What follows belongs to an exercise in optimizing a design on an open flow for small area and few clock cycles; a production flow would make more cautious choices.
The RTL was checked by simulation tests, not by an equivalence proof against the original design.
The clock cells of runs 6 to 8 come from the design's own scripts or RTL, not from TritonCTS.
The flow treats the clock pin as an ideal source. Dropping or thinning the clock tree relies on that and would not hold on a real chip.
Power figures rest on the tool's default switching activity, not on a simulated workload.

### design/flow/config.mk
export PLATFORM = sky130hd
export DESIGN_NAME = data_pipe_1ton
export DESIGN_NICKNAME = data_pipe_1ton
export VERILOG_FILES = /design/flow/design.v
export SDC_FILE = /design/flow/constraint.sdc
export NUM_CORES = 4
export LEC_CHECK = 0
export CAP_MARGIN = 20
export CORE_MARGIN = 2
export CORE_UTILIZATION = 70
export PLACE_DENSITY = 0.8
export SLEW_MARGIN = 20
### design/flow/constraint.sdc
create_clock -name core_clock -period 5.0 [get_ports {clock}]
set_input_delay 1.0000 -clock core_clock [delete_from_list [all_inputs] [get_ports {clock}]]
set_output_delay 1.0000 -clock core_clock [all_outputs]
set_load 0.01 [all_outputs]
### design/flow/design.v
`timescale 1ns/1ps
module data_pipe_1ton #(
    parameter   DSIZE   = 8,
    parameter   NSIZE   = 8
)(
    input                           clock,
    input                           rst_n,
    input [DSIZE-1:0]               wr_data,
    input                           wr_vld,
    output logic                    wr_ready,
    input                           wr_align_last,
    output logic[DSIZE*NSIZE-1:0]   rd_data,
    output logic                    rd_vld,
    input                           rd_ready
);
localparam CW = (NSIZE <= 2) ? 1 : (NSIZE <= 4) ? 2 : (NSIZE <= 8) ? 3 : (NSIZE <= 16) ? 4 : (NSIZE <= 32) ? 5 : (NSIZE <= 64) ? 6 : (NSIZE <= 128) ? 7 : 8;
logic [CW-1:0]                  cnt;
logic [DSIZE*(NSIZE-1)-1:0]     sr;
logic                           accept;
logic                           last;
assign last     = (cnt == NSIZE-1);
assign wr_ready = !last || rd_ready;
assign accept   = wr_vld && wr_ready;
assign rd_vld   = wr_vld && rd_ready && last;
assign rd_data  = {sr, wr_data};
always @(posedge clock, negedge rst_n) begin
    if (!rst_n)
        cnt <= '0;
    else if (accept) begin
        if (last || wr_align_last) cnt <= '0;
        else                       cnt <= cnt + 1'b1;
    end
end
always @(posedge clock) begin
    if (accept)
        sr <= {sr[DSIZE*(NSIZE-2)-1:0], wr_data};
end
endmodule
### design/flow/flow/run.sh
#!/bin/bash
# Standard ORFS layout, with smaller port buffers and a lighter clock tree.
export BUFFER_PORTS_ARGS="-buffer_cell sky130_fd_sc_hd__buf_1"
export CTS_ARGS="-repair_clock_nets -dont_use_dummy_load -buf_list sky130_fd_sc_hd__clkbuf_8 -root_buf sky130_fd_sc_hd__clkbuf_8"
bash standard.sh finish > standard.log 2>&1
### design/flow/standard.sh
#!/bin/bash
# synth_recipe.tcl (not shown) runs the flow's synth.tcl, then flattens the netlist and writes it again
# the make line also repeats each setting of config.mk as NAME=value (left out here)
make -C /OpenROAD-flow-scripts/flow DESIGN_CONFIG=/design/flow/config.mk WORK_HOME=/design/flow/orfs CLKGATE_MAP_FILE= SYNTH_SCRIPT=/design/flow/synth_recipe.tcl "${@:-finish}"
==> results of run 1 <==
==> worst register-to-register path, stage by stage, from the launching register on <==
cell	delay, ps
dfrtp_1	380
ha_1	160
ha_1	220
nand2b_2	90
nand2_2	120
clkinv_2	680
==> cells by family after synthesis <==
| family | count (synthesis) |
|---|---|
| flip-flops | 59 |
| buffers and inverters | 9 |
| AO/OA/AOI/OAI | 2 |
| AND/OR/NAND/NOR | 4 |
| adder cells (fa/ha/maj) | 2 |
| multiplexers | 1 |
==> final timing paths <==
path	cells after the start	slack, ps	end
max	4	2510	rd_vld
min	0	440	sr[49]
max reg2reg	5	2830	sr[36]
min reg2reg	0	440	sr[49]
max in group asynchronous	1	4350	cnt[0]
min in group asynchronous	1	490	cnt[2]
==> layout make-up <==
type | instances | area (um2) | share of cell area [%]
multi-input combinational | 9 | 92.59 | 4.011
tap | 30 | 37.54 | 1.626
sequential | 59 | 1757 | 76.10
clock buffer | 9 | 123.9 | 5.366
timing repair buffer | 78 | 292.8 | 12.68
inverter | 1 | 5.005 | 0.2168
==> per-stage QoR <==
step / cells / util [%]
after floorplan: 77 / -
after global placement: 177 / 86.56
after detailed placement: 177 / 86.56
after CTS: 186 / 91.47
after global routing: 186 / 91.52
final: 186 / 91.52
==> synth_stat cells <==
| cell type | number |
|---|---|
| ha_1 | 2 |
| edfxtp_1 | 56 |
| dfrtp_1 | 3 |
| mux2_4 | 1 |
| inv_1 | 1 |
| nor3b_2 | 1 |
| nand2_2 | 1 |
| and3_2 | 1 |
| nand2b_2 | 1 |
| buf_4 | 8 |
| a22o_1 | 2 |
==> per-layer routing <==
layer  wire (um)  vias up  global-route usage, %
li1            -      450                      -
met1        1392      474                  30.53
met2        1707       64                  34.96
met3         317       10                  10.14
met4          99        0                  15.65
met5           0        -                      0
==> power by group through the flow <==
stage	clock [W]	sequential [W]	combinational (W)
floorplan	0	0.000616	0.0000191
global placement	0	0.000601	0.0000570
detailed placement	0	0.000605	0.0000595
CTS	0.000312	0.000597	0.0000612
global route	0.000332	0.000600	0.0000650
finish	0.000311	0.000597	0.0000602
==> registers in the layout, summed over array words and instances (netlist names) <==
register / count
cnt: 3
sr: 56
==> flow_metrics.env, run 1 <==
export IMPL_die_area_mm2=0.003167
export IMPL_timing_rr_start="cnt[0]"
export IMPL_slew_violations=0
export IMPL_die_w_um=56.28
export IMPL_cts_made_buffers=9
export IMPL_critPathBufInv=1
export IMPL_first_global_vias=1005
export IMPL_ctsLongestPathBuffers=2
export IMPL_cp_top_family="adder cells"
export IMPL_yosys_warnings=1
export IMPL_syn_nets=92
export IMPL_yosys_area_share_simple_pct=1.831
export IMPL_synthMuxAreaShare_pct=0.7848
export IMPL_synth_seq_cells=59
export IMPL_antenna_found_initial=0
export IMPL_cts_setup_buffers=0
export IMPL_grt_pass1_wl_mm=5.257
export IMPL_final_common_cell="buf_1"
export IMPL_crit_path_max_incr_delay_ps=400
export IMPL_h_tree_depth=3
export IMPL_holdCritStartpoint="sr[41]"
export IMPL_hold_path_class="register to register"
export IMPL_switching_share_pct=21.76
export IMPL_synth_area_leader_cell="edfxtp_1"
export IMPL_cp_cell_sequence="ha_1 -> ha_1 -> and3_2 -> buf_1"
export IMPL_fin_ws_ps=2514
export IMPL_ys_types=11
export IMPL_hpwl_mm=2.090
export IMPL_ioPinCount=79
export IMPL_worst_pin_slew_ps=859.8
export IMPL_synth_top_cells_by_area="edfxtp_1 88%, dfrtp_1 3.9%, buf_4 3.1%, ha_1 1.3%, a22o_1 0.92%"
export IMPL_status="complete, no violations"
export IMPL_dieHeight_um=56.28
export IMPL_rows=18
export IMPL_crit_top_cell="ha_1"
export IMPL_switchingPower_w=0.0002107
export IMPL_syn_to_final_growth_pct=20.67
export IMPL_synth_top_area_share_pct=87.90
export IMPL_internal_power_w=0.0007576
export IMPL_fin_area_mm2=0.002308
export IMPL_cp_startpoint="cnt[0]"
export IMPL_ys_seq_area_share_pct=91.82
export IMPL_num_vias=998
export IMPL_path_max_fanout=3
export IMPL_path_class="register to output port"
export IMPL_syn_area_mm2=0.001913
export IMPL_grt_max_degree=57
export IMPL_cp_data_required_time_ps=4000
export IMPL_hold_violations=0
export IMPL_pre_cts_ws_ps=2505
export IMPL_whs_ps=441.0
export IMPL_mostFrequentLayoutCells="78 x buf_1, 56 x edfxtp_1, 9 x clkbuf_8"
export IMPL_crit_path_start_kind="register"
export IMPL_post_cts_resized=0
export IMPL_pwr_share_comb_pct=6.2
export IMPL_fin_crit_ps=2486
export IMPL_portBuffers=78
export IMPL_initial_utilization_pct=75.84
export IMPL_drt_pass1_iter_count=4
export IMPL_drt_iter0_markers=48
export IMPL_placed_area_mm2=0.002183
export IMPL_cp_slowest_cell="dfrtp_1"
export IMPL_end_kind="output port"
export IMPL_synth_top_family_by_area="buffers and inverters"
export IMPL_wirelength_mm=3.516
export IMPL_nFillCells=80
export IMPL_fmax_mhz=402.3
export IMPL_ant_nets=0
export IMPL_finalSetupViolations=0
export IMPL_vias_per_cell=5.366
export IMPL_cellPowerDensity_mw_per_mm2=419.4
export IMPL_synth_fa_ha_area_share_pct=1.308
export IMPL_report_power_total_w=0.0009683
export IMPL_synth_xor_area_share_pct=0
export IMPL_seqPwrFrac_pct=61.6
export IMPL_drive_gt1_share_pct=9.615
export IMPL_max_slew_margin_rel_pct=42.61
export IMPL_routedWlPerCell_um=18.90
export IMPL_cts_num_sinks=59
export IMPL_num_nets_final=173
export IMPL_clkPwrFrac_pct=32.2
export IMPL_rsz0062_at_grt="false"
export IMPL_overflow=0
export IMPL_fin_worst_skew_ps=15.22
export IMPL_clk_pin_slew_ps=50
export IMPL_fin_crit_sh_pct=49.72
export IMPL_grt_util_all_layers_pct=24.22
export IMPL_cts_tree="done"
export IMPL_clk_latency_ps=330
export IMPL_clockRootBuffer="clkbuf_8"
export IMPL_diodes=0
export IMPL_tns_ps=0
export IMPL_synth_compound_gate_area_share_pct=0.9156
export IMPL_arrival_ps=1490
export IMPL_postSynthCellCount=77
export IMPL_drc_errors=0
export IMPL_postCtsHoldBufs=0
export IMPL_core_area_mm2=0.002522
export IMPL_p_leak_nw=0.7985
export IMPL_ir_drop_mv=0.3781
export IMPL_gp_congestion=0.6465
export IMPL_synth_avg_cell_area_um2=24.85
export IMPL_max_cap_violations=0
Testbench counts, summed over its fixed seeds: cycles 25,600.
==> inputs of run 2 (changes only) <==
==> design/flow/flow/run.sh (replaced) <==
#!/bin/bash
# Standard ORFS layout, with smaller port buffers and a lighter clock tree.
export BUFFER_PORTS_ARGS="-buffer_cell sky130_fd_sc_hd__buf_1"
export CTS_ARGS="-sink_clustering_enable -repair_clock_nets -dont_use_dummy_load -sink_clustering_size 30 -sink_clustering_max_diameter 200 -buf_list sky130_fd_sc_hd__clkbuf_4 -root_buf sky130_fd_sc_hd__clkbuf_4"
bash standard.sh finish > standard.log 2>&1
==> flow_metrics.env, run 2 <==
export IMPL_drt_iter0_markers=37
export IMPL_gp_congestion=0.6465
export IMPL_arrival_ps=1550
export IMPL_ys_types=11
export IMPL_whs_ps=444.8
export IMPL_die_w_um=56.28
export IMPL_postSynthCellCount=77
export IMPL_postCtsHoldBufs=0
export IMPL_max_flop_register="sr"
export IMPL_clk_latency_ps=370
export IMPL_crit_path_start_kind="register"
export IMPL_ant_nets=0
export IMPL_cts_made_buffers=9
export IMPL_cts_setup_buffers=0
export IMPL_fin_crit_ps=2554
export IMPL_synth_top_area_share_pct=87.90
export IMPL_seq_area_mm2=0.001757
export IMPL_cp_slowest_cell="dfrtp_1"
export IMPL_cp_top_family="adder cells"
export IMPL_grt_util_all_layers_pct=24.94
export IMPL_worst_pin_slew_ps=867.6
export IMPL_synth_area_leader_cell="edfxtp_1"
export IMPL_antenna_found_initial=0
export IMPL_cts_tree="done"
export IMPL_clk_pin_slew_ps=70
export IMPL_clockRootBuffer="clkbuf_4"
export IMPL_die_area_mm2=0.003167
export IMPL_hold_path_class="input pin to asynchronous set/reset pin"
export IMPL_fmax_mhz=391.5
export IMPL_path_class="register to output port"
export IMPL_synth_top_cells_by_area="edfxtp_1 88%, dfrtp_1 3.9%, buf_4 3.1%, ha_1 1.3%, a22o_1 0.92%"
export IMPL_final_core_util_pct=89.29
export IMPL_ys_seq_area_share_pct=91.82
export IMPL_final_common_cell="buf_1"
export IMPL_reg_largest_list="sr x56, cnt x3"
export IMPL_post_cts_resized=0
export IMPL_diodes=0
export IMPL_crit_path_max_incr_delay_ps=410
export IMPL_num_nets_final=173
export IMPL_core_area_mm2=0.002522
export IMPL_hold_violations=0
export IMPL_routedWlPerCell_um=19.51
export IMPL_cts_num_sinks=59
export IMPL_vias_per_cell=5.629
export IMPL_fin_crit_sh_pct=51.08
export IMPL_yosys_warnings=1
export IMPL_synth_edf_count=56
export IMPL_tns_ps=0
export IMPL_synth_top_cells_by_count="56 x edfxtp_1, 8 x buf_4, 3 x dfrtp_1"
export IMPL_crit_top_cell="ha_1"
export IMPL_end_kind="output port"
export IMPL_dieHeight_um=56.28
export IMPL_ctsLongestPathBuffers=2
export IMPL_rows=18
export IMPL_syn_area_mm2=0.001913
export IMPL_fin_worst_skew_ps=22.00
export IMPL_status="complete, no violations"
export IMPL_syn_nets=92
export IMPL_first_global_vias=1048
export IMPL_wirelength_mm=3.629
export IMPL_fin_area_mm2=0.002252
export IMPL_drc_errors=0
export IMPL_max_cap_violations=0
export IMPL_nFillCells=86
export IMPL_largest_reg_flops=56
export IMPL_ir_drop_mv=0.3042
export IMPL_cellPowerDensity_mw_per_mm2=388.1
export IMPL_mostFrequentLayoutCells="78 x buf_1, 56 x edfxtp_1, 9 x clkbuf_4"
export IMPL_p_leak_nw=0.7752
export IMPL_synth_avg_cell_area_um2=24.85
export IMPL_h_tree_depth=3
export IMPL_slew_violations=0
export IMPL_num_vias=1047
export IMPL_placed_area_mm2=0.002183
export IMPL_syn_to_final_growth_pct=17.72
export IMPL_multi_input_area_um2=92.59
export IMPL_ioPinCount=79
export IMPL_rsz0062_at_grt="false"
export IMPL_ys_flop_type="edfxtp_1"
export IMPL_critPathBufInv=1
export IMPL_initial_utilization_pct=75.84
export IMPL_cp_cell_sequence="ha_1 -> ha_1 -> and3_2 -> buf_1"
export IMPL_path_max_fanout=3
export IMPL_synth_seq_cells=59
export IMPL_grt_max_degree=57
export IMPL_cp_data_required_time_ps=4000
export IMPL_async_reset_ff_share_pct=5.085
export IMPL_drive_gt1_share_pct=9.615
export IMPL_overflow=0
export IMPL_drt_pass1_iter_count=4
export IMPL_synthMostInstantiatedCell="edfxtp_1"
export IMPL_finalSetupViolations=0
export IMPL_portBuffers=78
export IMPL_grt_pass1_wl_mm=5.423
export IMPL_max_slew_margin_rel_pct=42.09
export IMPL_hpwl_mm=2.090
## run 2: cell count changes in the layout (fill, tap and decap cells not counted)
cell and change:
clkbuf_8 -9, clkbuf_4 +9
## run 2: through the flow
step                      power [W]  setup WS, ps  std cells
after floorplan           0.0006354          2273         77
after global placement    0.0006581          2573        177
after detailed placement  0.0006642          2505        177
after CTS                 0.0008802          2419        186
after global routing      0.0009094          2372        186
final                     0.0008741          2446        186
## run 2: worst paths after layout
path                              from      to  slack, ps  cells past startpoint
worst max-delay path            cnt[0]  rd_vld       2450                      4
worst min-delay path             rst_n  cnt[2]        440                      1
worst max register to register  cnt[0]  sr[36]       2800                      5
worst min register to register   sr[2]  sr[10]        450                      0
max in group asynchronous        rst_n  cnt[0]       4380                      1
min in group core_clock          sr[2]  sr[10]        450                      0
## run 2: kinds of logic after synthesis
group	Yosys count	share of synthesized area [%]
flops	59	91.82
buf+inv	9	3.335
simple gates	4	1.832
compound gates	2	0.9158
fa+ha+maj	2	1.308
mux	1	0.7846
## run 2: final cells by class
class | count | share of cell area, %
Clock buffer | 9 | 3.000
Inverter | 1 | 0.2222
Multi-Input combinational cell | 9 | 4.111
Sequential cell | 59 | 78.00
Tap cell | 30 | 1.667
Timing Repair Buffer | 78 | 13.00
## run 2: per-layer routing
layer  GRT usage, %  up-vias  wire [um]
met5              0        -          0
li1               -      452          -
met4          15.99        0        116
met3          7.834       12        376
met1          28.72      497       1303
met2          40.50       86       1832
## run 2: power by group
group          switching [W]  internal [W]  leakage, nW  total (W)
clock network       0.000134     0.0000836       0.0414   0.000217
logic              0.0000426     0.0000185        0.146  0.0000611
registers          0.0000174      0.000578        0.588   0.000596
total               0.000194      0.000680        0.775   0.000874
## run 2: worst reg2reg max path, stage by stage, from the launching register on
cell	delay, ps
dfrtp_1	390
ha_1	180
ha_1	230
nand2b_2	90
nand2_2	110
clkinv_2	680
==> inputs of run 3 (changes only) <==
==> design/flow/flow/run.sh (replaced) <==
#!/bin/bash
# Standard ORFS layout, with smaller port buffers and a lighter clock tree.
export BUFFER_PORTS_ARGS="-buffer_cell sky130_fd_sc_hd__buf_1"
export CTS_ARGS="-sink_clustering_enable -repair_clock_nets -dont_use_dummy_load -sink_clustering_size 60 -sink_clustering_max_diameter 500 -buf_list sky130_fd_sc_hd__clkbuf_8 -root_buf sky130_fd_sc_hd__clkbuf_8"
bash standard.sh finish > standard.log 2>&1
==> flow_metrics.env, run 3 <==
export IMPL_status="complete, no violations"
export IMPL_use_met1_pct=30.53
export IMPL_ys_flop_type="edfxtp_1"
export IMPL_syn_to_final_growth_pct=20.67
export IMPL_cts_made_buffers=9
export IMPL_end_kind="output port"
export IMPL_cts_setup_buffers=0
export IMPL_drt_iter0_markers=48
export IMPL_whs_ps=441.0
export IMPL_clk_latency_ps=330
export IMPL_post_cts_resized=0
export IMPL_routedWlPerCell_um=18.90
export IMPL_rows=18
export IMPL_synth_edf_count=56
export IMPL_mostFrequentLayoutCells="78 x buf_1, 56 x edfxtp_1, 9 x clkbuf_8"
export IMPL_fin_worst_skew_ps=15.22
export IMPL_clockRootBuffer="clkbuf_8"
export IMPL_syn_area_mm2=0.001913
export IMPL_synthMostInstantiatedCell="edfxtp_1"
export IMPL_hold_path_class="register to register"
export IMPL_finalSetupViolations=0
export IMPL_fin_crit_ps=2486
export IMPL_grt_util_all_layers_pct=24.22
export IMPL_overflow=0
export IMPL_num_vias=998
export IMPL_ant_nets=0
export IMPL_h_tree_depth=3
export IMPL_wirelength_mm=3.516
export IMPL_cts_tree="done"
export IMPL_ctsLongestPathBuffers=2
export IMPL_hold_violations=0
export IMPL_drt_pass1_iter_count=4
export IMPL_max_slew_margin_rel_pct=42.61
export IMPL_worst_pin_slew_ps=859.8
export IMPL_vias_per_cell=5.366
export IMPL_num_nets_final=173
export IMPL_grt_max_degree=57
export IMPL_reg_largest_list="sr x56, cnt x3"
export IMPL_hpwl_mm=2.090
export IMPL_tns_ps=0
export IMPL_largest_reg_flops=56
export IMPL_synth_top_cells_by_count="56 x edfxtp_1, 8 x buf_4, 3 x dfrtp_1"
export IMPL_portBuffers=78
export IMPL_async_reset_ff_share_pct=5.085
export IMPL_clk_pin_slew_ps=50
export IMPL_rsz0062_at_grt="false"
export IMPL_ir_drop_mv=0.3781
export IMPL_grtUsageMet3_pct=10.14
export IMPL_ys_types=11
export IMPL_synth_area_leader_cell="edfxtp_1"
export IMPL_ioPinCount=79
export IMPL_postCtsHoldBufs=0
export IMPL_cts_num_sinks=59
export IMPL_drive_gt1_share_pct=9.615
export IMPL_drc_errors=0
export IMPL_cp_data_required_time_ps=4000
export IMPL_die_w_um=56.28
export IMPL_syn_nets=92
export IMPL_dieHeight_um=56.28
export IMPL_fin_crit_sh_pct=49.72
export IMPL_p_leak_nw=0.7985
export IMPL_grt_busiest_layer="met2"
export IMPL_ys_seq_area_share_pct=91.82
export IMPL_multi_input_area_um2=92.59
export IMPL_synth_avg_cell_area_um2=24.85
export IMPL_path_max_fanout=3
export IMPL_final_core_util_pct=91.52
export IMPL_seq_area_mm2=0.001757
export IMPL_synth_top_cells_by_area="edfxtp_1 88%, dfrtp_1 3.9%, buf_4 3.1%, ha_1 1.3%, a22o_1 0.92%"
export IMPL_synth_top_area_share_pct=87.90
export IMPL_postSynthCellCount=77
export IMPL_antenna_found_initial=0
export IMPL_crit_path_start_kind="register"
export IMPL_use_met2_pct=34.96
export IMPL_first_global_vias=1005
export IMPL_diodes=0
export IMPL_synth_seq_cells=59
export IMPL_grt_pass1_wl_mm=5.257
export IMPL_gp_congestion=0.6465
export IMPL_fmax_mhz=402.3
export IMPL_max_flop_register="sr"
export IMPL_final_common_cell="buf_1"
export IMPL_arrival_ps=1490
export IMPL_nFillCells=80
export IMPL_max_cap_violations=0
export IMPL_slew_violations=0
export IMPL_core_area_mm2=0.002522
export IMPL_cellPowerDensity_mw_per_mm2=419.4
export IMPL_yosys_warnings=1
export IMPL_initial_utilization_pct=75.84
export IMPL_die_area_mm2=0.003167
export IMPL_path_class="register to output port"
==> run 3: cell families (layout without fill, tap and decap cells) <==
kind of cell | count (synthesis) | in the layout | synth area share, %
flip-flops | 59 | 59 | 91.82
adder cells (fa/ha/maj) | 2 | 2 | 1.308
AO/OA/AOI/OAI | 2 | 2 | 0.9158
buffers and inverters | 9 | 88 | 3.335
multiplexers | 1 | 1 | 0.7846
AND/OR/NAND/NOR | 4 | 4 | 1.832
==> run 3: through the flow <==
step                      worst slack [ps]  power [W]  area (um2)  cells
after floorplan                       2273  0.0006354        1913     77
after global placement                2573  0.0006581        2183    177
after detailed placement              2505  0.0006642        2183    177
after CTS                             2505  0.0009696        2307    186
after global routing                  2452  0.0009965        2308    186
final                                 2514  0.0009683        2308    186
==> run 3: worst max-delay path, stage by stage (launching register included) <==
cell,delay [ps]
dfrtp_1,400
ha_1,210
ha_1,230
and3_2,220
buf_1,120
==> run 3: area by class of cell <==
cell class	instances	share of cell area, %
clock buffers	9	5.366
inverters	1	0.2168
multi-input cells	9	4.011
flip-flops and latches	59	76.10
well taps	30	1.626
repair buffers	78	12.68
==> run 3: routing by layer <==
layer	routed length, um	up-vias
met5	0	-
met4	99	0
met3	317	10
met2	1707	64
met1	1392	474
li1	-	450
==> run 3: where the power goes <==
part / leakage [nW] / internal, W / switching (W)
Sequential: 0.588 / 0.000580 / 0.0000171
Clock: 0.0647 / 0.000160 / 0.000152
Combinational: 0.146 / 0.0000184 / 0.0000418
==> run 3: final timing paths <==
path,start,to,slack [ps],depth (start not counted)
max reg2reg,cnt[0],sr[36],2830,5
max,cnt[0],rd_vld,2510,4
min,sr[41],sr[49],440,0
min reg2reg,sr[41],sr[49],440,0
max in group asynchronous,rst_n,cnt[0],4350,1
min in group asynchronous,rst_n,cnt[2],490,1
==> inputs of run 4 (changes only) <==
==> design/flow/run.sh (new file) <==
#!/bin/bash
# synth_recipe.tcl (not shown) runs the flow's synth.tcl, then flattens the netlist and writes it again
# the make line also repeats each setting of config.mk as NAME=value (left out here)
make -C /OpenROAD-flow-scripts/flow DESIGN_CONFIG=/design/flow/config.mk WORK_HOME=/design/flow/orfs CLKGATE_MAP_FILE= SYNTH_SCRIPT=/design/flow/synth_recipe.tcl finish
--- a/design/flow/config.mk
+++ b/design/flow/config.mk
@@ -7,6 +7,6 @@
 export LEC_CHECK = 0
 export CAP_MARGIN = 20
 export CORE_MARGIN = 2
-export CORE_UTILIZATION = 70
-export PLACE_DENSITY = 0.8
+export CORE_UTILIZATION = 40
+export PLACE_DENSITY = 0.6
 export SLEW_MARGIN = 20
removed: design/flow/flow/run.sh
removed: design/flow/standard.sh
==> flow_metrics.env, run 4 <==
export IMPL_status="complete, no violations"
export IMPL_fin_crit_sh_pct=64.30
export IMPL_max_flop_register="sr"
export IMPL_fmax_mhz=311.0
export IMPL_mostFrequentLayoutCells="78 x clkdlybuf4s50_1, 56 x edfxtp_1, 9 x clkbuf_8"
export IMPL_synth_top_family_by_area="buffers and inverters"
export IMPL_synth_avg_cell_area_um2=24.85
export IMPL_fin_worst_skew_ps=4.722
export IMPL_cts_made_buffers=9
export IMPL_reg_largest_list="sr x56, cnt x3"
export IMPL_synthMuxAreaShare_pct=0.7848
export IMPL_first_global_vias=1030
export IMPL_vias_per_cell=4.585
export IMPL_finalSetupViolations=0
export IMPL_ant_nets=0
export IMPL_fin_area_mm2=0.002855
export IMPL_h_tree_depth=3
export IMPL_synth_edf_count=56
export IMPL_cts_tree="done"
export IMPL_max_slew_margin_rel_pct=40.98
export IMPL_yosys_area_share_simple_pct=1.831
export IMPL_ys_flop_type="edfxtp_1"
export IMPL_overflow=0
export IMPL_cts_num_sinks=59
export IMPL_synth_top_area_share_pct=87.90
export IMPL_placed_area_mm2=0.002701
export IMPL_postCtsHoldBufs=0
export IMPL_path_class="input pin to output port"
export IMPL_synth_top_cells_by_count="56 x edfxtp_1, 8 x buf_4, 3 x dfrtp_1"
export IMPL_drc_errors=0
export IMPL_ioPinCount=79
export IMPL_final_common_cell="clkdlybuf4s50_1"
export IMPL_gp_congestion=0.6434
export IMPL_cp_slowest_cell="clkdlybuf4s50_1"
export IMPL_cp_top_family="buffers and inverters"
export IMPL_syn_area_mm2=0.001913
export IMPL_cellPowerDensity_mw_per_mm2=361.7
export IMPL_synth_top_cells_by_area="edfxtp_1 88%, dfrtp_1 3.9%, buf_4 3.1%, ha_1 1.3%, a22o_1 0.92%"
export IMPL_hold_violations=0
export IMPL_end_kind="output port"
export IMPL_fin_crit_ps=3215
export IMPL_initial_utilization_pct=41.05
export IMPL_synth_seq_cells=59
export IMPL_synthMostInstantiatedCell="edfxtp_1"
export IMPL_dieHeight_um=73.16
export IMPL_async_reset_ff_share_pct=5.085
export IMPL_arrival_ps=2220
export IMPL_post_cts_resized=0
export IMPL_hpwl_mm=2.168
export IMPL_postSynthCellCount=77
export IMPL_synth_area_leader_cell="edfxtp_1"
export IMPL_crit_path_max_incr_delay_ps=530
export IMPL_drt_pass1_iter_count=4
export IMPL_antenna_found_initial=0
export IMPL_hold_path_class="register to register"
export IMPL_drive_gt1_share_pct=10.43
export IMPL_wirelength_mm=3.173
export IMPL_grt_max_degree=57
export IMPL_cts_setup_buffers=0
export IMPL_ys_types=11
export IMPL_grt_util_all_layers_pct=13.10
export IMPL_path_max_fanout=3
export IMPL_syn_nets=92
export IMPL_diodes=0
export IMPL_yosys_warnings=1
export IMPL_nFillCells=330
export IMPL_clk_pin_slew_ps=60
export IMPL_ctsLongestPathBuffers=2
export IMPL_core_area_mm2=0.004661
export IMPL_die_w_um=73.16
export IMPL_cp_cell_sequence="clkdlybuf4s50_1 -> and3_2 -> clkdlybuf4s50_1"
export IMPL_largest_reg_flops=56
export IMPL_crit_path_start_kind="input pin"
export IMPL_slew_violations=0
export IMPL_worst_pin_slew_ps=884.3
export IMPL_drt_iter0_markers=63
export IMPL_routedWlPerCell_um=14.62
export IMPL_syn_to_final_growth_pct=49.25
export IMPL_portBuffers=78
export IMPL_max_cap_violations=0
export IMPL_num_vias=995
export IMPL_ys_seq_area_share_pct=91.82
export IMPL_critPathBufInv=2
export IMPL_whs_ps=448.2
export IMPL_grt_pass1_wl_mm=4.864
export IMPL_synth_xor_area_share_pct=0
export IMPL_ir_drop_mv=0.2026
export IMPL_rsz0062_at_grt="false"
export IMPL_num_nets_final=173
export IMPL_cp_data_required_time_ps=4000
export IMPL_clk_latency_ps=320
export IMPL_crit_top_cell="clkdlybuf4s50_1"
export IMPL_p_leak_nw=1.026
export IMPL_tns_ps=0
export IMPL_synth_compound_gate_area_share_pct=0.9156
export IMPL_die_area_mm2=0.005352
export IMPL_rows=25
export IMPL_synth_fa_ha_area_share_pct=1.308
export IMPL_clockRootBuffer="clkbuf_8"
run 4: kinds of logic after synthesis:
kind of cell,count (synthesis)
and+or+nand+nor,4
muxes,1
AOI/OAI and AO/OA,2
adders and majority gates,2
DFF,59
buffers and inverters,9
run 4: worst paths after layout:
check | from | endpoint | slack, ps | cells after the start
worst max register to register | cnt[0] | sr[44] | 2820 | 5
worst max-delay path | wr_vld | rd_vld | 1780 | 3
max in group asynchronous | rst_n | cnt[1] | 3990 | 1
min in group asynchronous | rst_n | cnt[0] | 860 | 1
worst min register to register | sr[25] | sr[33] | 450 | 0
worst min-delay path | sr[25] | sr[33] | 450 | 0
run 4: cell type report:
class | instances | area (um2) | share of cell area, %
inverter | 1 | 5.005 | 0.1753
sequential | 59 | 1757 | 61.52
timing repair buffer | 78 | 780.7 | 27.34
clock inverter | 4 | 17.52 | 0.6135
tap | 54 | 67.56 | 2.366
multi-input combinational | 9 | 92.59 | 3.243
clock buffer | 12 | 135.1 | 4.733
run 4: worst register-to-register path: stages (launching register included):
cell and delay, ps:
dfrtp_1 380, ha_1 160, ha_1 200, nand2b_2 80
nand2_2 120, clkinv_2 700
run 4: power breakdown:
group	leakage, nW	switching [W]	internal [W]
Sequential	0.588	0.0000146	0.000579
Combinational	0.359	0.0000411	0.0000619
Clock	0.0792	0.000161	0.000175
run 4: layer usage:
layer  up-vias  share of wire (%)  global-route usage, %
met3         9                 11                  6.492
li1        461                  -                      -
met1       462                 39                  14.35
met2        63                 47                  19.12
met4         0                3.0                  10.49
met5         -                  0                      0
run 4: per-stage QoR:
stage / setup WS (ps) / total power, W / instances / util, %
3_3_place_gp: 1807 / 0.0007047 / 201 / 57.96
4_1_cts: 1775 / 0.001048 / 217 / 61.23
2_1_floorplan: 2273 / 0.0006354 / 77 / -
5_1_grt: 1742 / 0.001079 / 217 / 61.26
3_5_place_dp: 1779 / 0.0007083 / 201 / 57.96
6_report: 1785 / 0.001033 / 217 / 61.26
==> inputs of run 5 (changes only) <==
--- a/design/flow/design.v
+++ b/design/flow/design.v
@@ -14,22 +14,32 @@
     input                           rd_ready
 );
 localparam CW = (NSIZE <= 2) ? 1 : (NSIZE <= 4) ? 2 : (NSIZE <= 8) ? 3 : (NSIZE <= 16) ? 4 : (NSIZE <= 32) ? 5 : (NSIZE <= 64) ? 6 : (NSIZE <= 128) ? 7 : 8;
-logic [CW-1:0]                  cnt;
+logic [CW-1:0]                  cnt;         
+logic [CW-1:0]                  cnt_next;    
 logic [DSIZE*(NSIZE-1)-1:0]     sr;
 logic                           accept;
 logic                           last;
-assign last     = (cnt == NSIZE-1);
+generate
+if (NSIZE == 8) begin : g_seq8
+    assign cnt_next = {cnt[1:0], (cnt[2] ~^ (cnt[0] & ~cnt[1]))};
+    assign last     = (cnt == 3'b100);
+end else begin : g_bin
+    assign cnt_next = (cnt == NSIZE-1) ? '0 : cnt + 1'b1;
+    assign last     = (cnt == NSIZE-1);
+end
+endgenerate
 assign wr_ready = !last || rd_ready;
 assign accept   = wr_vld && wr_ready;
 assign rd_vld   = wr_vld && rd_ready && last;
 assign rd_data  = {sr, wr_data};
+logic shift, hold;
+assign shift = accept && !wr_align_last;
+assign hold  = !accept;
 always @(posedge clock, negedge rst_n) begin
     if (!rst_n)
         cnt <= '0;
-    else if (accept) begin
-        if (last || wr_align_last) cnt <= '0;
-        else                       cnt <= cnt + 1'b1;
-    end
+    else
+        cnt <= ({CW{shift}} & cnt_next) | ({CW{hold}} & cnt);
 end
 always @(posedge clock) begin
     if (accept)
==> design/flow/flow/run.sh (new file) <==
#!/bin/bash
# Standard ORFS layout, with smaller port buffers and a lighter clock tree.
export BUFFER_PORTS_ARGS="-buffer_cell sky130_fd_sc_hd__buf_1"
export CTS_ARGS="-sink_clustering_enable -repair_clock_nets -dont_use_dummy_load -buf_list sky130_fd_sc_hd__clkbuf_4 -root_buf sky130_fd_sc_hd__clkbuf_4 -sink_clustering_size 20"
bash standard.sh finish > standard.log 2>&1
==> design/flow/standard.sh (new file) <==
#!/bin/bash
# synth_recipe.tcl (not shown) runs the flow's synth.tcl, then flattens the netlist and writes it again
# the make line also repeats each setting of config.mk as NAME=value (left out here)
make -C /OpenROAD-flow-scripts/flow DESIGN_CONFIG=/design/flow/config.mk WORK_HOME=/design/flow/orfs CLKGATE_MAP_FILE= SYNTH_SCRIPT=/design/flow/synth_recipe.tcl "${@:-finish}"
--- a/design/flow/config.mk
+++ b/design/flow/config.mk
@@ -6,7 +6,7 @@
 export NUM_CORES = 4
 export LEC_CHECK = 0
 export CAP_MARGIN = 20
-export CORE_MARGIN = 2
-export CORE_UTILIZATION = 40
-export PLACE_DENSITY = 0.6
+export CORE_AREA = 2 2 60 60
+export DIE_AREA = 0 0 62 62
+export PLACE_DENSITY = 0.8
 export SLEW_MARGIN = 20
removed: design/flow/run.sh
==> flow_metrics.env, run 5 <==
export IMPL_status="complete, no violations"
export IMPL_synth_area_leader_cell="edfxtp_1"
export IMPL_synth_seq_cells=59
export IMPL_holdPathStages=0
export IMPL_postCtsHoldBufs=0
export IMPL_rows=21
export IMPL_largest_reg_flops=56
export IMPL_grt_max_degree=57
export IMPL_cts_made_buffers=9
export IMPL_ff2ff_setup_slack_ps=3270
export IMPL_clk_latency_ps=350
export IMPL_post_cts_resized=0
export IMPL_worst_pin_slew_ps=689.0
export IMPL_reg_largest_list="sr x56, cnt x3"
export IMPL_drt_pass1_iter_count=4
export IMPL_path_class="input pin to output port"
export IMPL_drc_errors=0
export IMPL_clkPwrFrac_pct=22.7
export IMPL_hold_path_class="register to register"
export IMPL_synth_top_cells_by_area="edfxtp_1 88%, dfrtp_1 3.9%, buf_4 3.1%, or2b_1 0.79%, nand2_1 0.59%"
export IMPL_first_global_vias=872
export IMPL_postSynthCellCount=82
export IMPL_pwr_share_comb_pct=10.3
export IMPL_grt_pass1_wl_mm=3.705
export IMPL_vias_per_cell=4.908
export IMPL_synth_top_area_share_pct=88.07
export IMPL_cts_tree="done"
export IMPL_synth_avg_cell_area_um2=23.28
export IMPL_drt_iter0_markers=57
export IMPL_synth_fa_ha_area_share_pct=0
export IMPL_yosys_warnings=1
export IMPL_h_tree_depth=3
export IMPL_diodes=0
export IMPL_cts_num_sinks=59
export IMPL_hold_violations=0
export IMPL_syn_to_final_growth_pct=18.74
export IMPL_die_area_mm2=0.003844
export IMPL_core_area_mm2=0.003284
export IMPL_async_reset_ff_share_pct=5.085
export IMPL_cts_setup_buffers=0
export IMPL_synth_compound_gate_area_share_pct=1.114
export IMPL_drive_gt1_share_pct=6.832
export IMPL_holdCritStartpoint="sr[26]"
export IMPL_num_nets_final=176
export IMPL_seqPwrFrac_pct=66.9
export IMPL_ys_types=14
export IMPL_end_kind="output port"
export IMPL_hpwl_mm=1.938
export IMPL_grt_util_all_layers_pct=14.89
export IMPL_switchingPower_w=0.0002263
export IMPL_internal_power_w=0.0007192
export IMPL_rsz0062_at_grt="false"
export IMPL_fin_worst_skew_ps=22.61
export IMPL_r2r_end="sr[17]"
export IMPL_slew_violations=0
export IMPL_whs_ps=425.3
export IMPL_fin_area_mm2=0.002267
export IMPL_dieHeight_um=62
export IMPL_cellPowerDensity_mw_per_mm2=417.1
export IMPL_fmax_mhz=358.5
export IMPL_num_vias=1016
export IMPL_initial_utilization_pct=58.13
export IMPL_p_leak_nw=0.7480
export IMPL_tns_ps=0
export IMPL_finalSetupViolations=0
export IMPL_gp_congestion=0.8820
export IMPL_mostFrequentLayoutCells="78 x buf_1, 56 x edfxtp_1, 9 x clkbuf_4"
export IMPL_synthMostInstantiatedCell="edfxtp_1"
export IMPL_switching_share_pct=23.94
export IMPL_ys_seq_area_share_pct=92.01
export IMPL_fin_crit_sh_pct=55.78
export IMPL_path_max_fanout=3
export IMPL_ctsLongestPathBuffers=2
export IMPL_max_cap_violations=0
export IMPL_min_to="sr[34]"
export IMPL_ioPinCount=79
export IMPL_crit_path_start_kind="input pin"
export IMPL_wirelength_mm=2.928
export IMPL_routedWlPerCell_um=14.14
export IMPL_portBuffers=78
export IMPL_arrival_ps=1790
export IMPL_synth_top_family_by_area="buffers and inverters"
export IMPL_synth_top_cells_by_count="56 x edfxtp_1, 8 x buf_4, 3 x dfrtp_1, 3 x nand2_1"
export IMPL_overflow=0
export IMPL_clockRootBuffer="clkbuf_4"
export IMPL_cp_data_required_time_ps=4000
export IMPL_die_w_um=62
export IMPL_ir_drop_mv=0.2169
export IMPL_synth_edf_count=56
export IMPL_max_slew_margin_rel_pct=54.07
export IMPL_fin_crit_ps=2789
export IMPL_yosys_area_share_simple_pct=3.342
export IMPL_antenna_found_initial=0
export IMPL_final_common_cell="buf_1"
export IMPL_max_flop_register="sr"
export IMPL_syn_area_mm2=0.001909
export IMPL_synth_xor_area_share_pct=0
export IMPL_syn_nets=95
export IMPL_synthMuxAreaShare_pct=0
export IMPL_ant_nets=0
export IMPL_clk_pin_slew_ps=80
export IMPL_timing_rr_start="cnt[0]"
export IMPL_ys_flop_type="edfxtp_1"
export IMPL_placed_area_mm2=0.002200
export IMPL_rr_worst_depth=2
run 5: worst max path at each step:
| stage | from | to | cells past startpoint |
|---|---|---|---|
| floorplan | rd_ready | wr_ready | 1 |
| global placement | rd_ready | wr_ready | 3 |
| detailed placement | rd_ready | wr_ready | 3 |
| CTS | rd_ready | wr_ready | 3 |
| global route | rd_ready | wr_ready | 3 |
| finish | rd_ready | wr_ready | 3 |
run 5: through the flow:
step,util [%],cells,total power (W),setup slack [ps]
4_1_cts,69.03,207,0.0009544,2223
3_5_place_dp,66.97,198,0.0007426,2223
5_1_grt,69.03,207,0.0009933,2205
3_3_place_gp,66.97,198,0.0007342,2245
6_report,69.03,207,0.0009455,2211
2_1_floorplan,-,82,0.0006962,2453
run 5: power groups by stage:
stage	clock network, W	registers, W	logic (W)
after floorplan	0	0.000661	0.0000350
after CTS	0.000223	0.000633	0.0000985
after detailed placement	0	0.000644	0.0000985
final	0.000215	0.000633	0.0000978
after global routing	0.000245	0.000639	0.000109
after global placement	0	0.000639	0.0000954
run 5: logic make-up after synthesis:
group / count (synthesis)
DFF: 59
and+or+nand+nor: 10
buffers and inverters: 10
AOI/OAI and AO/OA: 3
run 5: metal layers:
| metal | track usage (%) | wire length [um] | up-vias | part of all wire [%] |
|---|---|---|---|---|
| met5 | 0 | 0 | - | 0 |
| met4 | 11.85 | 30 | 0 | 1.0 |
| met3 | 7.039 | 232 | 4 | 7.9 |
| met2 | 23.07 | 1443 | 58 | 49 |
| met1 | 15.37 | 1222 | 488 | 42 |
| li1 | - | - | 466 | - |
run 5: critical path, cell delays in order:
cell,delay [ps]
buf_1,90
or4_4,550
buf_1,150
run 5: cell type report:
type / instances / area, um2
Tap cell: 46 / 57.56
Timing Repair Buffer: 78 / 292.8
Inverter: 2 / 7.507
Clock buffer: 9 / 67.56
Fill cell: 232 / 1017
Sequential cell: 59 / 1757
Multi-Input combinational cell: 13 / 85.08
Testbench counts of run 5, summed over its fixed seeds: cycles 25,600.
==> inputs of run 6 (changes only) <==
==> design/flow/design.v (replaced) <==
`timescale 1ns/1ps
module data_pipe_1ton #(
    parameter   DSIZE   = 8,
    parameter   NSIZE   = 8
)(
    input                           clock,
    input                           rst_n,
    input [DSIZE-1:0]               wr_data,
    input                           wr_vld,
    output logic                    wr_ready,
    input                           wr_align_last,
    output logic[DSIZE*NSIZE-1:0]   rd_data,
    output logic                    rd_vld,
    input                           rd_ready
);
localparam CW = (NSIZE <= 2) ? 1 : (NSIZE <= 4) ? 2 : (NSIZE <= 8) ? 3 : (NSIZE <= 16) ? 4 : (NSIZE <= 32) ? 5 : (NSIZE <= 64) ? 6 : (NSIZE <= 128) ? 7 : 8;
logic [CW-1:0]                  cnt;
logic [DSIZE*(NSIZE-1)-1:0]     sr;
logic                           accept;
logic                           last;
assign last     = (cnt == NSIZE-1);
assign wr_ready = !last || rd_ready;
assign accept   = wr_vld && wr_ready;
assign rd_vld   = wr_vld && rd_ready && last;
assign rd_data  = {sr, wr_data};
always @(posedge clock, negedge rst_n) begin
    if (!rst_n)
        cnt <= '0;
    else if (accept) begin
        if (last || wr_align_last) cnt <= '0;
        else                       cnt <= cnt + 1'b1;
    end
end
always @(posedge clock) begin
    if (accept)
        sr <= {sr[DSIZE*(NSIZE-2)-1:0], wr_data};
end
endmodule
==> design/flow/flow/run.sh (replaced) <==
#!/bin/bash
# Standard ORFS layout, with the smallest buffer on the ports and a one-level
# clock tree built by flow/pre_cts.tcl in place of ORFS's CTS.
export BUFFER_PORTS_ARGS="-buffer_cell sky130_fd_sc_hd__buf_1"
export PRE_CTS_TCL="$PWD/flow/pre_cts.tcl"
bash standard.sh finish > standard.log 2>&1
==> design/flow/flow/ctsbuf.tcl (new file) <==
# Clock tree of a few buffers: the flip-flops are split into CTS_NBUF groups by
# position (k-means), and each group gets one clock buffer at its centroid,
# fed straight from the clock port.
proc my_clock_buffers { nbuf cell } {
  set block [ord::get_db_block]
  set dbu [$block getDbUnitsPerMicron]
  set sinks [get_pins -of_objects [get_nets clock] -filter "direction==input"]
  set pts {}
  foreach p $sinks {
    set inst [sta::sta_to_db_inst [$p instance]]
    set bb [$inst getBBox]
    lappend pts [list [get_full_name $p] [expr {([$bb xMin]+[$bb xMax])/2.0/$dbu}] [expr {([$bb yMin]+[$bb yMax])/2.0/$dbu}]]
  }
  # initial centres: spread along x
  set sorted [lsort -real -index 1 $pts]
  set n [llength $sorted]
  set cent {}
  for {set k 0} {$k < $nbuf} {incr k} {
    set e [lindex $sorted [expr {int(($k + 0.5) * $n / $nbuf)}]]
    lappend cent [list [lindex $e 1] [lindex $e 2]]
  }
  for {set it 0} {$it < 20} {incr it} {
    set groups {}
    for {set k 0} {$k < $nbuf} {incr k} { lappend groups {} }
    foreach e $pts {
      set best 0; set bd 1e30
      for {set k 0} {$k < $nbuf} {incr k} {
        set c [lindex $cent $k]
        set d [expr {abs([lindex $e 1]-[lindex $c 0]) + abs([lindex $e 2]-[lindex $c 1])}]
        if {$d < $bd} { set bd $d; set best $k }
      }
      lset groups $best [concat [lindex $groups $best] [list $e]]
    }
    set cent {}
    foreach g $groups {
      set sx 0; set sy 0
      foreach e $g { set sx [expr {$sx + [lindex $e 1]}]; set sy [expr {$sy + [lindex $e 2]}] }
      set m [expr {max(1,[llength $g])}]
      lappend cent [list [expr {$sx/$m}] [expr {$sy/$m}]]
    }
  }
  set k 0
  foreach g $groups c $cent {
    if {[llength $g] == 0} continue
    set pins {}
    foreach e $g { lappend pins [get_pins [lindex $e 0]] }
    puts "clock buffer $k: [llength $g] sinks at $c"
    insert_buffer -buffer_cell $cell -net clock -load_pins $pins -location $c -buffer_name clkbuf_bench_$k -net_name clknet_bench_$k
    incr k
  }
}
==> design/flow/flow/pre_cts.tcl (new file) <==
# Runs before ORFS's CTS step: builds the clock tree here (one level of
# clock buffers, see ctsbuf.tcl) and turns ORFS's clock_tree_synthesis call
# into a no-op.
source [file join [file dirname [info script]] ctsbuf.tcl]
my_clock_buffers 4 sky130_fd_sc_hd__clkbuf_8
set_propagated_clock [all_clocks]
rename clock_tree_synthesis orfs_clock_tree_synthesis
proc clock_tree_synthesis { args } { puts "clock tree built by pre_cts.tcl" }
==> flow_metrics.env, run 6 <==
export IMPL_mostFrequentLayoutCells="78 x buf_1, 56 x edfxtp_1, 4 x clkbuf_8"
export IMPL_overflow=0
export IMPL_placed_area_mm2=0.002203
export IMPL_syn_to_final_growth_pct=18.12
export IMPL_tns_ps=0
export IMPL_path_max_fanout=3
export IMPL_fin_ws_ps=2535
export IMPL_synth_top_area_share_pct=87.90
export IMPL_synth_xor_area_share_pct=0
export IMPL_synthMuxAreaShare_pct=0.7848
export IMPL_synth_compound_gate_area_share_pct=0.9156
export IMPL_ant_nets=0
export IMPL_ys_types=11
export IMPL_dr_wl_met3_um=303
export IMPL_status="complete, no violations"
export IMPL_ioPinCount=79
export IMPL_yosys_warnings=1
export IMPL_cp_startpoint="wr_vld"
export IMPL_finalSetupViolations=0
export IMPL_hold_path_class="register to register"
export IMPL_postSynthCellCount=77
export IMPL_fmax_mhz=405.7
export IMPL_fin_crit_sh_pct=49.30
export IMPL_num_nets_final=168
export IMPL_synth_avg_cell_area_um2=24.85
export IMPL_syn_nets=92
export IMPL_whs_ps=429.1
export IMPL_slew_violations=0
export IMPL_num_vias=952
export IMPL_hpwl_mm=1.923
export IMPL_timing_rr_start="cnt[0]"
export IMPL_cp_data_required_time_ps=4000
export IMPL_p_leak_nw=0.7625
export IMPL_crit_path_max_incr_delay_ps=200
export IMPL_synthMostInstantiatedCell="edfxtp_1"
export IMPL_ir_drop_mv=0.2136
export IMPL_ys_flop_type="edfxtp_1"
export IMPL_first_global_vias=797
export IMPL_synth_edf_count=56
export IMPL_fin_crit_ps=2465
export IMPL_wirelength_mm=2.658
export IMPL_final_core_util_pct=68.80
export IMPL_fin_worst_skew_ps=28.30
export IMPL_clk_latency_ps=160
export IMPL_hold_violations=0
export IMPL_post_cts_resized=0
export IMPL_drt_pass1_iter_count=3
export IMPL_yosys_area_share_simple_pct=1.831
export IMPL_rows=21
export IMPL_grt_max_degree=57
export IMPL_reg_largest_list="sr x56, cnt x3"
export IMPL_holdCritStartpoint="sr[25]"
export IMPL_synth_area_leader_cell="edfxtp_1"
export IMPL_path_class="input pin to output port"
export IMPL_max_flop_register="sr"
export IMPL_highest_layer="met4"
export IMPL_max_cap_violations=0
export IMPL_worst_pin_slew_ps=858.5
export IMPL_cp_cell_sequence="buf_1 -> and3_2 -> buf_1"
export IMPL_crit_top_cell="buf_1"
export IMPL_grt_pass1_wl_mm=3.539
export IMPL_pre_cts_ws_ps=2489
export IMPL_wl_met2_mm=1.335
export IMPL_max_slew_margin_rel_pct=42.70
export IMPL_synth_top_cells_by_area="edfxtp_1 88%, dfrtp_1 3.9%, buf_4 3.1%, ha_1 1.3%, a22o_1 0.92%"
export IMPL_clk_pin_slew_ps=100
export IMPL_cts_setup_buffers=0
export IMPL_initial_utilization_pct=58.25
export IMPL_drt_iter0_markers=35
export IMPL_end_kind="output port"
export IMPL_grt_util_all_layers_pct=12.35
export IMPL_drc_errors=0
export IMPL_diodes=0
export IMPL_cellPowerDensity_mw_per_mm2=365.9
export IMPL_dieHeight_um=62
export IMPL_postCtsHoldBufs=0
export IMPL_crit_path_start_kind="input pin"
export IMPL_largest_reg_flops=56
export IMPL_arrival_ps=1470
export IMPL_synth_top_family_by_area="buffers and inverters"
export IMPL_core_area_mm2=0.003284
export IMPL_synth_top_cells_by_count="56 x edfxtp_1, 8 x buf_4, 3 x dfrtp_1"
export IMPL_wl_met1_um=989
export IMPL_final_common_cell="buf_1"
export IMPL_async_reset_ff_share_pct=5.085
export IMPL_syn_area_mm2=0.001913
export IMPL_ys_seq_area_share_pct=91.82
export IMPL_drive_gt1_share_pct=6.623
export IMPL_critPathBufInv=2
export IMPL_portBuffers=78
export IMPL_die_w_um=62
export IMPL_cp_slowest_cell="and3_2"
export IMPL_gp_congestion=0.6595
export IMPL_fin_area_mm2=0.002260
export IMPL_synth_fa_ha_area_share_pct=1.308
export IMPL_vias_per_cell=4.832
export IMPL_cp_top_family="buffers and inverters"
export IMPL_synth_seq_cells=59
export IMPL_antenna_found_initial=0
export IMPL_rsz0062_at_grt="false"
export IMPL_die_area_mm2=0.003844
export IMPL_routedWlPerCell_um=13.49
[run 6: cell count changes after synthesis, sizes merged, moves of 2 or more]
cell	previous run	this run
nand2	3	1
a22o	0	2
ha	0	2
or2b	2	0
[run 6: layout make-up, clock buffers not listed]
cell class / instances / area, um2
Fill cell: 233 / 1025
Multi-Input combinational cell: 9 / 92.59
Inverter: 1 / 5.005
Tap cell: 46 / 57.56
Timing Repair Buffer: 78 / 292.8
Sequential cell: 59 / 1757
[run 6: logic make-up (layout without fill, tap and decap cells)]
group	count (synthesis)	count (layout)
compound gates	2	2
mux	1	1
flops	59	59
buf+inv	9	83
fa+ha+maj	2	2
simple gates	4	4
[run 6: power by group]
group	leakage, nW	switching [W]	internal (W)	total, W
clock network	0.0288	0.000103	0.0000735	0.000177
logic	0.146	0.0000391	0.0000184	0.0000575
registers	0.588	0.0000148	0.000578	0.000593
total	0.763	0.000157	0.000670	0.000827
[run 6: per-layer routing]
layer  GRT usage, %  vias up
met1          14.51      448
met4          1.824        0
met5              0        -
met3          3.934        5
li1               -      437
met2          22.62       62
[run 6: worst reg2reg max path, delay by kind of cell, from the launching register on]
kind                     cells  cell delay, ps
buffers and inverters        1             670
adder cells (fa/ha/maj)      2             380
flip-flops                   1             390
AND/OR/NAND/NOR              2             200
[run 6: final timing paths]
kind                               end  slack, ps  depth (start not counted)
worst max register to register  sr[48]       2840                          5
max in group asynchronous       cnt[2]       4190                          1
worst min-delay path            sr[33]        430                          0
worst min register to register  sr[33]        430                          0
worst max-delay path            rd_vld       2530                          3
min in group asynchronous       cnt[0]        660                          1
[run 6: stage by stage]
step / power (W) / std cells
after detailed placement: 0.0006630 / 193
after floorplan: 0.0006354 / 77
after global routing: 0.0008588 / 197
after global placement: 0.0006585 / 193
final: 0.0008269 / 197
after CTS: 0.0008340 / 197
Testbench counts of run 6, summed over its fixed seeds: cycles 25,600.
==> inputs of run 7 (changes only) <==
--- a/design/flow/config.mk
+++ b/design/flow/config.mk
@@ -5,6 +5,7 @@
 export SDC_FILE = /design/flow/constraint.sdc
 export NUM_CORES = 4
 export LEC_CHECK = 0
+export ABC_AREA = 1
 export CAP_MARGIN = 20
 export CORE_AREA = 2 2 60 60
 export DIE_AREA = 0 0 62 62
==> flow_metrics.env, run 7 <==
export IMPL_status="complete, no violations"
export IMPL_postCtsHoldBufs=0
export IMPL_ys_seq_area_share_pct=90.58
export IMPL_grt_max_degree=39
export IMPL_syn_nets=107
export IMPL_synth_avg_cell_area_um2=21.08
export IMPL_crit_path_start_kind="input pin"
export IMPL_cts_setup_buffers=0
export IMPL_wirelength_mm=2.767
export IMPL_grt_pass1_wl_mm=3.836
export IMPL_end_kind="output port"
export IMPL_tns_ps=0
export IMPL_use_met2_pct=22.47
export IMPL_ys_flop_type="edfxtp_1"
export IMPL_reg_largest_list="sr x56, cnt x3"
export IMPL_rr_worst_depth=5
export IMPL_largest_reg_flops=56
export IMPL_die_w_um=62
export IMPL_first_global_vias=870
export IMPL_max_slew_margin_rel_pct=65.26
export IMPL_timing_rr_start="cnt[0]"
export IMPL_ioPinCount=79
export IMPL_use_met1_pct=18.26
export IMPL_dieHeight_um=62
export IMPL_holdPathStages=0
export IMPL_r2r_end="sr[47]"
export IMPL_initial_utilization_pct=59.05
export IMPL_fmax_mhz=399.7
export IMPL_die_area_mm2=0.003844
export IMPL_portBuffers=78
export IMPL_syn_to_final_growth_pct=20.00
export IMPL_rows=21
export IMPL_min_to="sr[46]"
export IMPL_ff2ff_setup_slack_ps=2790
export IMPL_max_flop_register="sr"
export IMPL_async_reset_ff_share_pct=5.085
export IMPL_grt_util_all_layers_pct=13.46
export IMPL_overflow=0
export IMPL_hpwl_mm=2.032
export IMPL_slew_violations=0
export IMPL_nFillCells=232
export IMPL_mostFrequentLayoutCells="78 x buf_1, 56 x edfxtp_1, 10 x nand2_1"
export IMPL_cp_top_family="buffers and inverters"
export IMPL_synthMostInstantiatedCell="edfxtp_1"
export IMPL_synth_top_cells_by_area="edfxtp_1 87%, dfrtp_1 3.9%, buf_4 3.1%, nand2_1 1.9%, ha_1 1.3%"
export IMPL_synth_edf_count=56
export IMPL_vias_per_cell=4.724
export IMPL_finalSetupViolations=0
export IMPL_final_common_cell="buf_1"
export IMPL_holdCritStartpoint="sr[38]"
export IMPL_routedWlPerCell_um=12.93
export IMPL_core_area_mm2=0.003284
export IMPL_clk_pin_slew_ps=90
export IMPL_drt_pass1_iter_count=4
export IMPL_crit_path_max_incr_delay_ps=180
export IMPL_dp_cells=209
export IMPL_path_max_fanout=2
export IMPL_p_leak_nw=0.8100
export IMPL_antenna_found_initial=0
export IMPL_gp_congestion=0.7937
export IMPL_cp_slowest_cell="buf_1"
export IMPL_arrival_ps=1500
export IMPL_cp_data_required_time_ps=4000
export IMPL_postSynthCellCount=92
export IMPL_ys_types=11
export IMPL_fin_crit_ps=2502
export IMPL_fin_crit_sh_pct=50.04
export IMPL_diodes=0
export IMPL_grt_busiest_layer="met2"
export IMPL_critPathBufInv=3
export IMPL_crit_top_cell="buf_1"
export IMPL_synth_seq_cells=59
export IMPL_drive_gt1_share_pct=7.143
export IMPL_grtUsageMet3_pct=2.692
export IMPL_path_class="input pin to output port"
export IMPL_num_nets_final=185
export IMPL_worstSetupPathDepth=4
export IMPL_drt_iter0_markers=34
export IMPL_hold_violations=0
export IMPL_cp_startpoint="wr_vld"
export IMPL_syn_area_mm2=0.001939
export IMPL_cellPowerDensity_mw_per_mm2=359.5
export IMPL_clk_latency_ps=160
export IMPL_report_power_total_w=0.0008368
export IMPL_post_cts_resized=0
export IMPL_fin_worst_skew_ps=22.00
export IMPL_worst_pin_slew_ps=519.9
export IMPL_cp_cell_sequence="buf_1 -> inv_2 -> nor3_1 -> buf_1"
export IMPL_num_vias=1011
export IMPL_ant_nets=0
export IMPL_rsz0062_at_grt="false"
export IMPL_hold_path_class="register to register"
export IMPL_yosys_warnings=1
export IMPL_synth_area_leader_cell="edfxtp_1"
export IMPL_fin_cells=214
export IMPL_ir_drop_mv=0.2896
export IMPL_synth_top_area_share_pct=86.71
export IMPL_synth_top_cells_by_count="56 x edfxtp_1, 10 x nand2_1, 8 x buf_4"
export IMPL_drc_errors=0
export IMPL_max_cap_violations=0
-- run 7: kinds of logic after synthesis --
family,after synthesis,synth area share (%)
flops,59,90.58
fa+ha+maj,2,1.290
buf+inv,14,4.258
compound gates,1,0.4517
simple gates,16,3.419
-- run 7: through the flow --
stage               area [um2]  hold WS [ps]  utilization [%]  worst slack (ps)
floorplan                 1939         452.9                -              1830
global placement          2245         429.4            68.34              2259
detailed placement        2245         433.9            68.34              2219
CTS                       2300         445.4            70.02              2378
global route              2327         471.2            70.86              2431
finish                    2327         440.4            70.86              2498
-- run 7: worst max path at each step --
stage          slack (ps)  endpoint
5_1_grt              2430    rd_vld
3_5_place_dp         2220    sr[44]
4_1_cts              2380    sr[47]
6_report             2500    rd_vld
3_3_place_gp         2260    sr[42]
2_1_floorplan        1830     sr[0]
-- run 7: report_power, final --
part | total, W | switching [W] | internal (W)
Combinational | 0.0000648 | 0.0000440 | 0.0000209
Clock | 0.000180 | 0.000106 | 0.0000736
Sequential | 0.000592 | 0.0000146 | 0.000577
-- run 7: layout make-up, clock buffers not listed --
| type | instances | area [um2] | area share, % |
|---|---|---|---|
| inverters | 6 | 22.52 | 0.9677 |
| repair buffers | 80 | 327.8 | 14.09 |
| multi-input cells | 19 | 107.6 | 4.624 |
| flip-flops and latches | 59 | 1757 | 75.48 |
| well taps | 46 | 57.56 | 2.473 |
-- run 7: layer usage --
metal,wire length (um),up-vias,share of wire [%]
met1,1107,464,40
li1,-,476,-
met3,269,6,9.7
met5,0,-,0
met2,1321,65,48
met4,68,0,2.5
==> inputs of run 8 (changes only) <==
==> design/flow/flow/pre_cts.tcl (replaced) <==
# Runs before ORFS's CTS step: builds the clock tree here (one level of
# clock buffers, see ctsbuf.tcl) and turns ORFS's clock_tree_synthesis call
# into a no-op.
source [file join [file dirname [info script]] ctsbuf.tcl]
my_clock_buffers 3 sky130_fd_sc_hd__clkbuf_8
set_propagated_clock [all_clocks]
rename clock_tree_synthesis orfs_clock_tree_synthesis
proc clock_tree_synthesis { args } { puts "clock tree built by pre_cts.tcl" }
--- a/design/flow/config.mk
+++ b/design/flow/config.mk
@@ -5,7 +5,6 @@
 export SDC_FILE = /design/flow/constraint.sdc
 export NUM_CORES = 4
 export LEC_CHECK = 0
-export ABC_AREA = 1
 export CAP_MARGIN = 20
 export CORE_AREA = 2 2 60 60
 export DIE_AREA = 0 0 62 62
==> flow_metrics.env, run 8 <==
export IMPL_status="complete, no violations"
export IMPL_fin_crit_sh_pct=49.31
export IMPL_core_area_mm2=0.003284
export IMPL_synth_top_cells_by_area="edfxtp_1 88%, dfrtp_1 3.9%, buf_4 3.1%, ha_1 1.3%, a22o_1 0.92%"
export IMPL_syn_area_mm2=0.001913
export IMPL_yosys_area_share_simple_pct=1.831
export IMPL_max_flop_register="sr"
export IMPL_wirelength_mm=2.624
export IMPL_ff2ff_setup_slack_ps=2810
export IMPL_synth_compound_gate_area_share_pct=0.9156
export IMPL_synth_top_family_by_area="buffers and inverters"
export IMPL_hpwl_mm=1.923
export IMPL_gp_congestion=0.6595
export IMPL_drt_pass1_iter_count=3
export IMPL_grt_max_degree=57
export IMPL_fin_crit_ps=2466
export IMPL_crit_top_cell="buf_1"
export IMPL_tns_ps=0
export IMPL_syn_to_final_growth_pct=17.40
export IMPL_ys_seq_area_share_pct=91.82
export IMPL_worst_pin_slew_ps=851.1
export IMPL_reg_largest_list="sr x56, cnt x3"
export IMPL_clk_latency_ps=170
export IMPL_synth_xor_area_share_pct=0
export IMPL_diodes=0
export IMPL_postCtsHoldBufs=0
export IMPL_path_class="input pin to output port"
export IMPL_final_core_util_pct=68.38
export IMPL_ir_drop_mv=0.2653
export IMPL_yosys_warnings=1
export IMPL_slew_violations=0
export IMPL_fin_worst_skew_ps=24.20
export IMPL_num_nets_final=167
export IMPL_first_global_vias=790
export IMPL_post_cts_resized=0
export IMPL_die_area_mm2=0.003844
export IMPL_portBuffers=78
export IMPL_crit_path_max_incr_delay_ps=200
export IMPL_p_leak_nw=0.7553
export IMPL_synthMostInstantiatedCell="edfxtp_1"
export IMPL_synth_edf_count=56
export IMPL_arrival_ps=1470
export IMPL_routedWlPerCell_um=13.39
export IMPL_synth_area_leader_cell="edfxtp_1"
export IMPL_hold_path_class="register to register"
export IMPL_final_common_cell="buf_1"
export IMPL_overflow=0
export IMPL_hold_violations=0
export IMPL_finalSetupViolations=0
export IMPL_fmax_mhz=405.6
export IMPL_async_reset_ff_share_pct=5.085
export IMPL_end_kind="output port"
export IMPL_initial_utilization_pct=58.25
export IMPL_cp_slowest_cell="and3_2"
export IMPL_max_slew_margin_rel_pct=43.20
export IMPL_max_cap_violations=0
export IMPL_dieHeight_um=62
export IMPL_syn_nets=92
export IMPL_cp_cell_sequence="buf_1 -> and3_2 -> buf_1"
export IMPL_die_w_um=62
export IMPL_grt_pass1_wl_mm=3.498
export IMPL_path_max_fanout=3
export IMPL_vias_per_cell=4.796
export IMPL_postSynthCellCount=77
export IMPL_crit_path_start_kind="input pin"
export IMPL_rows=21
export IMPL_cp_data_required_time_ps=4000
export IMPL_ys_flop_type="edfxtp_1"
export IMPL_clk_pin_slew_ps=120
export IMPL_rr_worst_depth=5
export IMPL_synth_seq_cells=59
export IMPL_drc_errors=0
export IMPL_min_to="sr[47]"
export IMPL_synth_top_cells_by_count="56 x edfxtp_1, 8 x buf_4, 3 x dfrtp_1"
export IMPL_holdPathStages=0
export IMPL_synth_avg_cell_area_um2=24.85
export IMPL_drt_iter0_markers=40
export IMPL_r2r_end="sr[22]"
export IMPL_ant_nets=0
export IMPL_antenna_found_initial=0
export IMPL_drive_gt1_share_pct=6.000
export IMPL_holdCritStartpoint="sr[39]"
export IMPL_synth_top_area_share_pct=87.90
export IMPL_mostFrequentLayoutCells="78 x buf_1, 56 x edfxtp_1, 3 x clkbuf_8, 3 x dfrtp_1"
export IMPL_cellPowerDensity_mw_per_mm2=359.9
export IMPL_rsz0062_at_grt="false"
export IMPL_synth_fa_ha_area_share_pct=1.308
export IMPL_synthMuxAreaShare_pct=0.7848
export IMPL_grt_util_all_layers_pct=12.13
export IMPL_ys_types=11
export IMPL_largest_reg_flops=56
export IMPL_timing_rr_start="cnt[0]"
export IMPL_ioPinCount=79
export IMPL_num_vias=940
export IMPL_cts_setup_buffers=0
## run 8: changes by cell type after synthesis, moves of 2 or more
cell | before | now
nand2_1 | 10 | 0
nor2_1 | 3 | 0
a22o_1 | 0 | 2
inv_2 | 3 | 0
inv_1 | 3 | 1
## run 8: power by group
part	switching (W)	internal [W]	total [W]
logic	0.0000391	0.0000184	0.0000575
clock network	0.000102	0.0000559	0.000158
registers	0.0000148	0.000578	0.000593
total	0.000156	0.000652	0.000808
## run 8: worst max path at each step
stage          cells after the start  startpoint      to  slack, ps
5_1_grt                            4    rd_ready  sr[15]       2410
3_3_place_gp                       4    rd_ready   sr[2]       2560
6_report                           3      wr_vld  rd_vld       2530
4_1_cts                            3      wr_vld  rd_vld       2540
2_1_floorplan                      3    rd_ready   sr[0]       2270
3_5_place_dp                       4    rd_ready   sr[1]       2490
## run 8: logic make-up after synthesis
group                    after synthesis
buffers and inverters                  9
adder cells (fa/ha/maj)                2
multiplexers                           1
AO/OA/AOI/OAI                          2
flip-flops                            59
AND/OR/NAND/NOR                        4
## run 8: critical path, delay by kind of cell
kind	cells	cell delay [ps]
AND/OR/NAND/NOR	1	200
buffers and inverters	2	270
## run 8: cell type report, clock buffers not listed
type	count	area [um2]
fill	238	1039
tap	46	57.56
inverter	1	5.005
timing repair buffer	78	292.8
multi-input combinational	9	92.59
sequential	59	1757
## run 8: metal layers
layer	part of all wire (%)	vias to the layer above	global-route usage (%)
li1	-	435	-
met1	37	440	14.22
met2	52	60	23.07
met3	11	5	3.106
met4	1.0	0	1.216
met5	0	-	0
## run 8: stage by stage
step	area (um2)	power [W]	cells	hold slack, ps	setup WS, ps
detailed placement	2203	0.0006630	193	431.8	2489
global placement	2203	0.0006585	193	428.3	2557
CTS	2245	0.0008172	196	430.1	2535
floorplan	1913	0.0006354	77	477.1	2273
finish	2246	0.0008082	196	426.8	2535
global route	2246	0.0008396	196	430.6	2411

## port drivers added, routing unchanged
How much do the figures lean on ideal ports? The routed layouts below were timed once more, with nothing changed but the port constraints. Step 1: set_driving_cell puts a clkbuf_16 on clock and a buf_2 on each other input, an assumption about the parent block. Step 2, shift: input delay + t, output delay - t, t = (earliest + latest rising clock arrival at the registers) / 2. This alone moves slack from input paths to output paths. Three values: ideal ports, drivers, drivers and shift; two values: the first two.
| run | shift t [ns] | slack for setup (ns) | worst setup path at the end | latest minus earliest clock arrival (ns) |
|---|---|---|---|---|
| run 1 | 0.343 | 2.514 / 2.489 / 2.380 | input to register | 0.015 / 0.015 |
| run 2 | 0.378 | 2.446 / 2.426 / 2.394 | input to register | 0.022 / 0.022 |
| run 3 | 0.343 | 2.514 / 2.489 / 2.380 | input to register | 0.015 / 0.015 |
| run 4 | 0.343 | 1.785 / 1.756 / 1.756 | input to output | 0.005 / 0.004 |
| run 5 | 0.361 | 2.211 / 2.190 / 2.190 | input to output | 0.031 / 0.031 |
| run 6 | 0.195 | 2.535 / 2.513 / 2.384 | input to register | 0.028 / 0.028 |
| run 7 | 0.196 | 2.498 / 2.473 / 2.473 | input to output | 0.023 / 0.023 |
| run 8 | 0.198 | 2.535 / 2.512 / 2.398 | input to register | 0.024 / 0.024 |
After both steps every run listed still meets setup and hold. For run 6, which loses most, drivers alone change the setup slack by -0.022 ns; drivers and shift together by -0.151 ns.
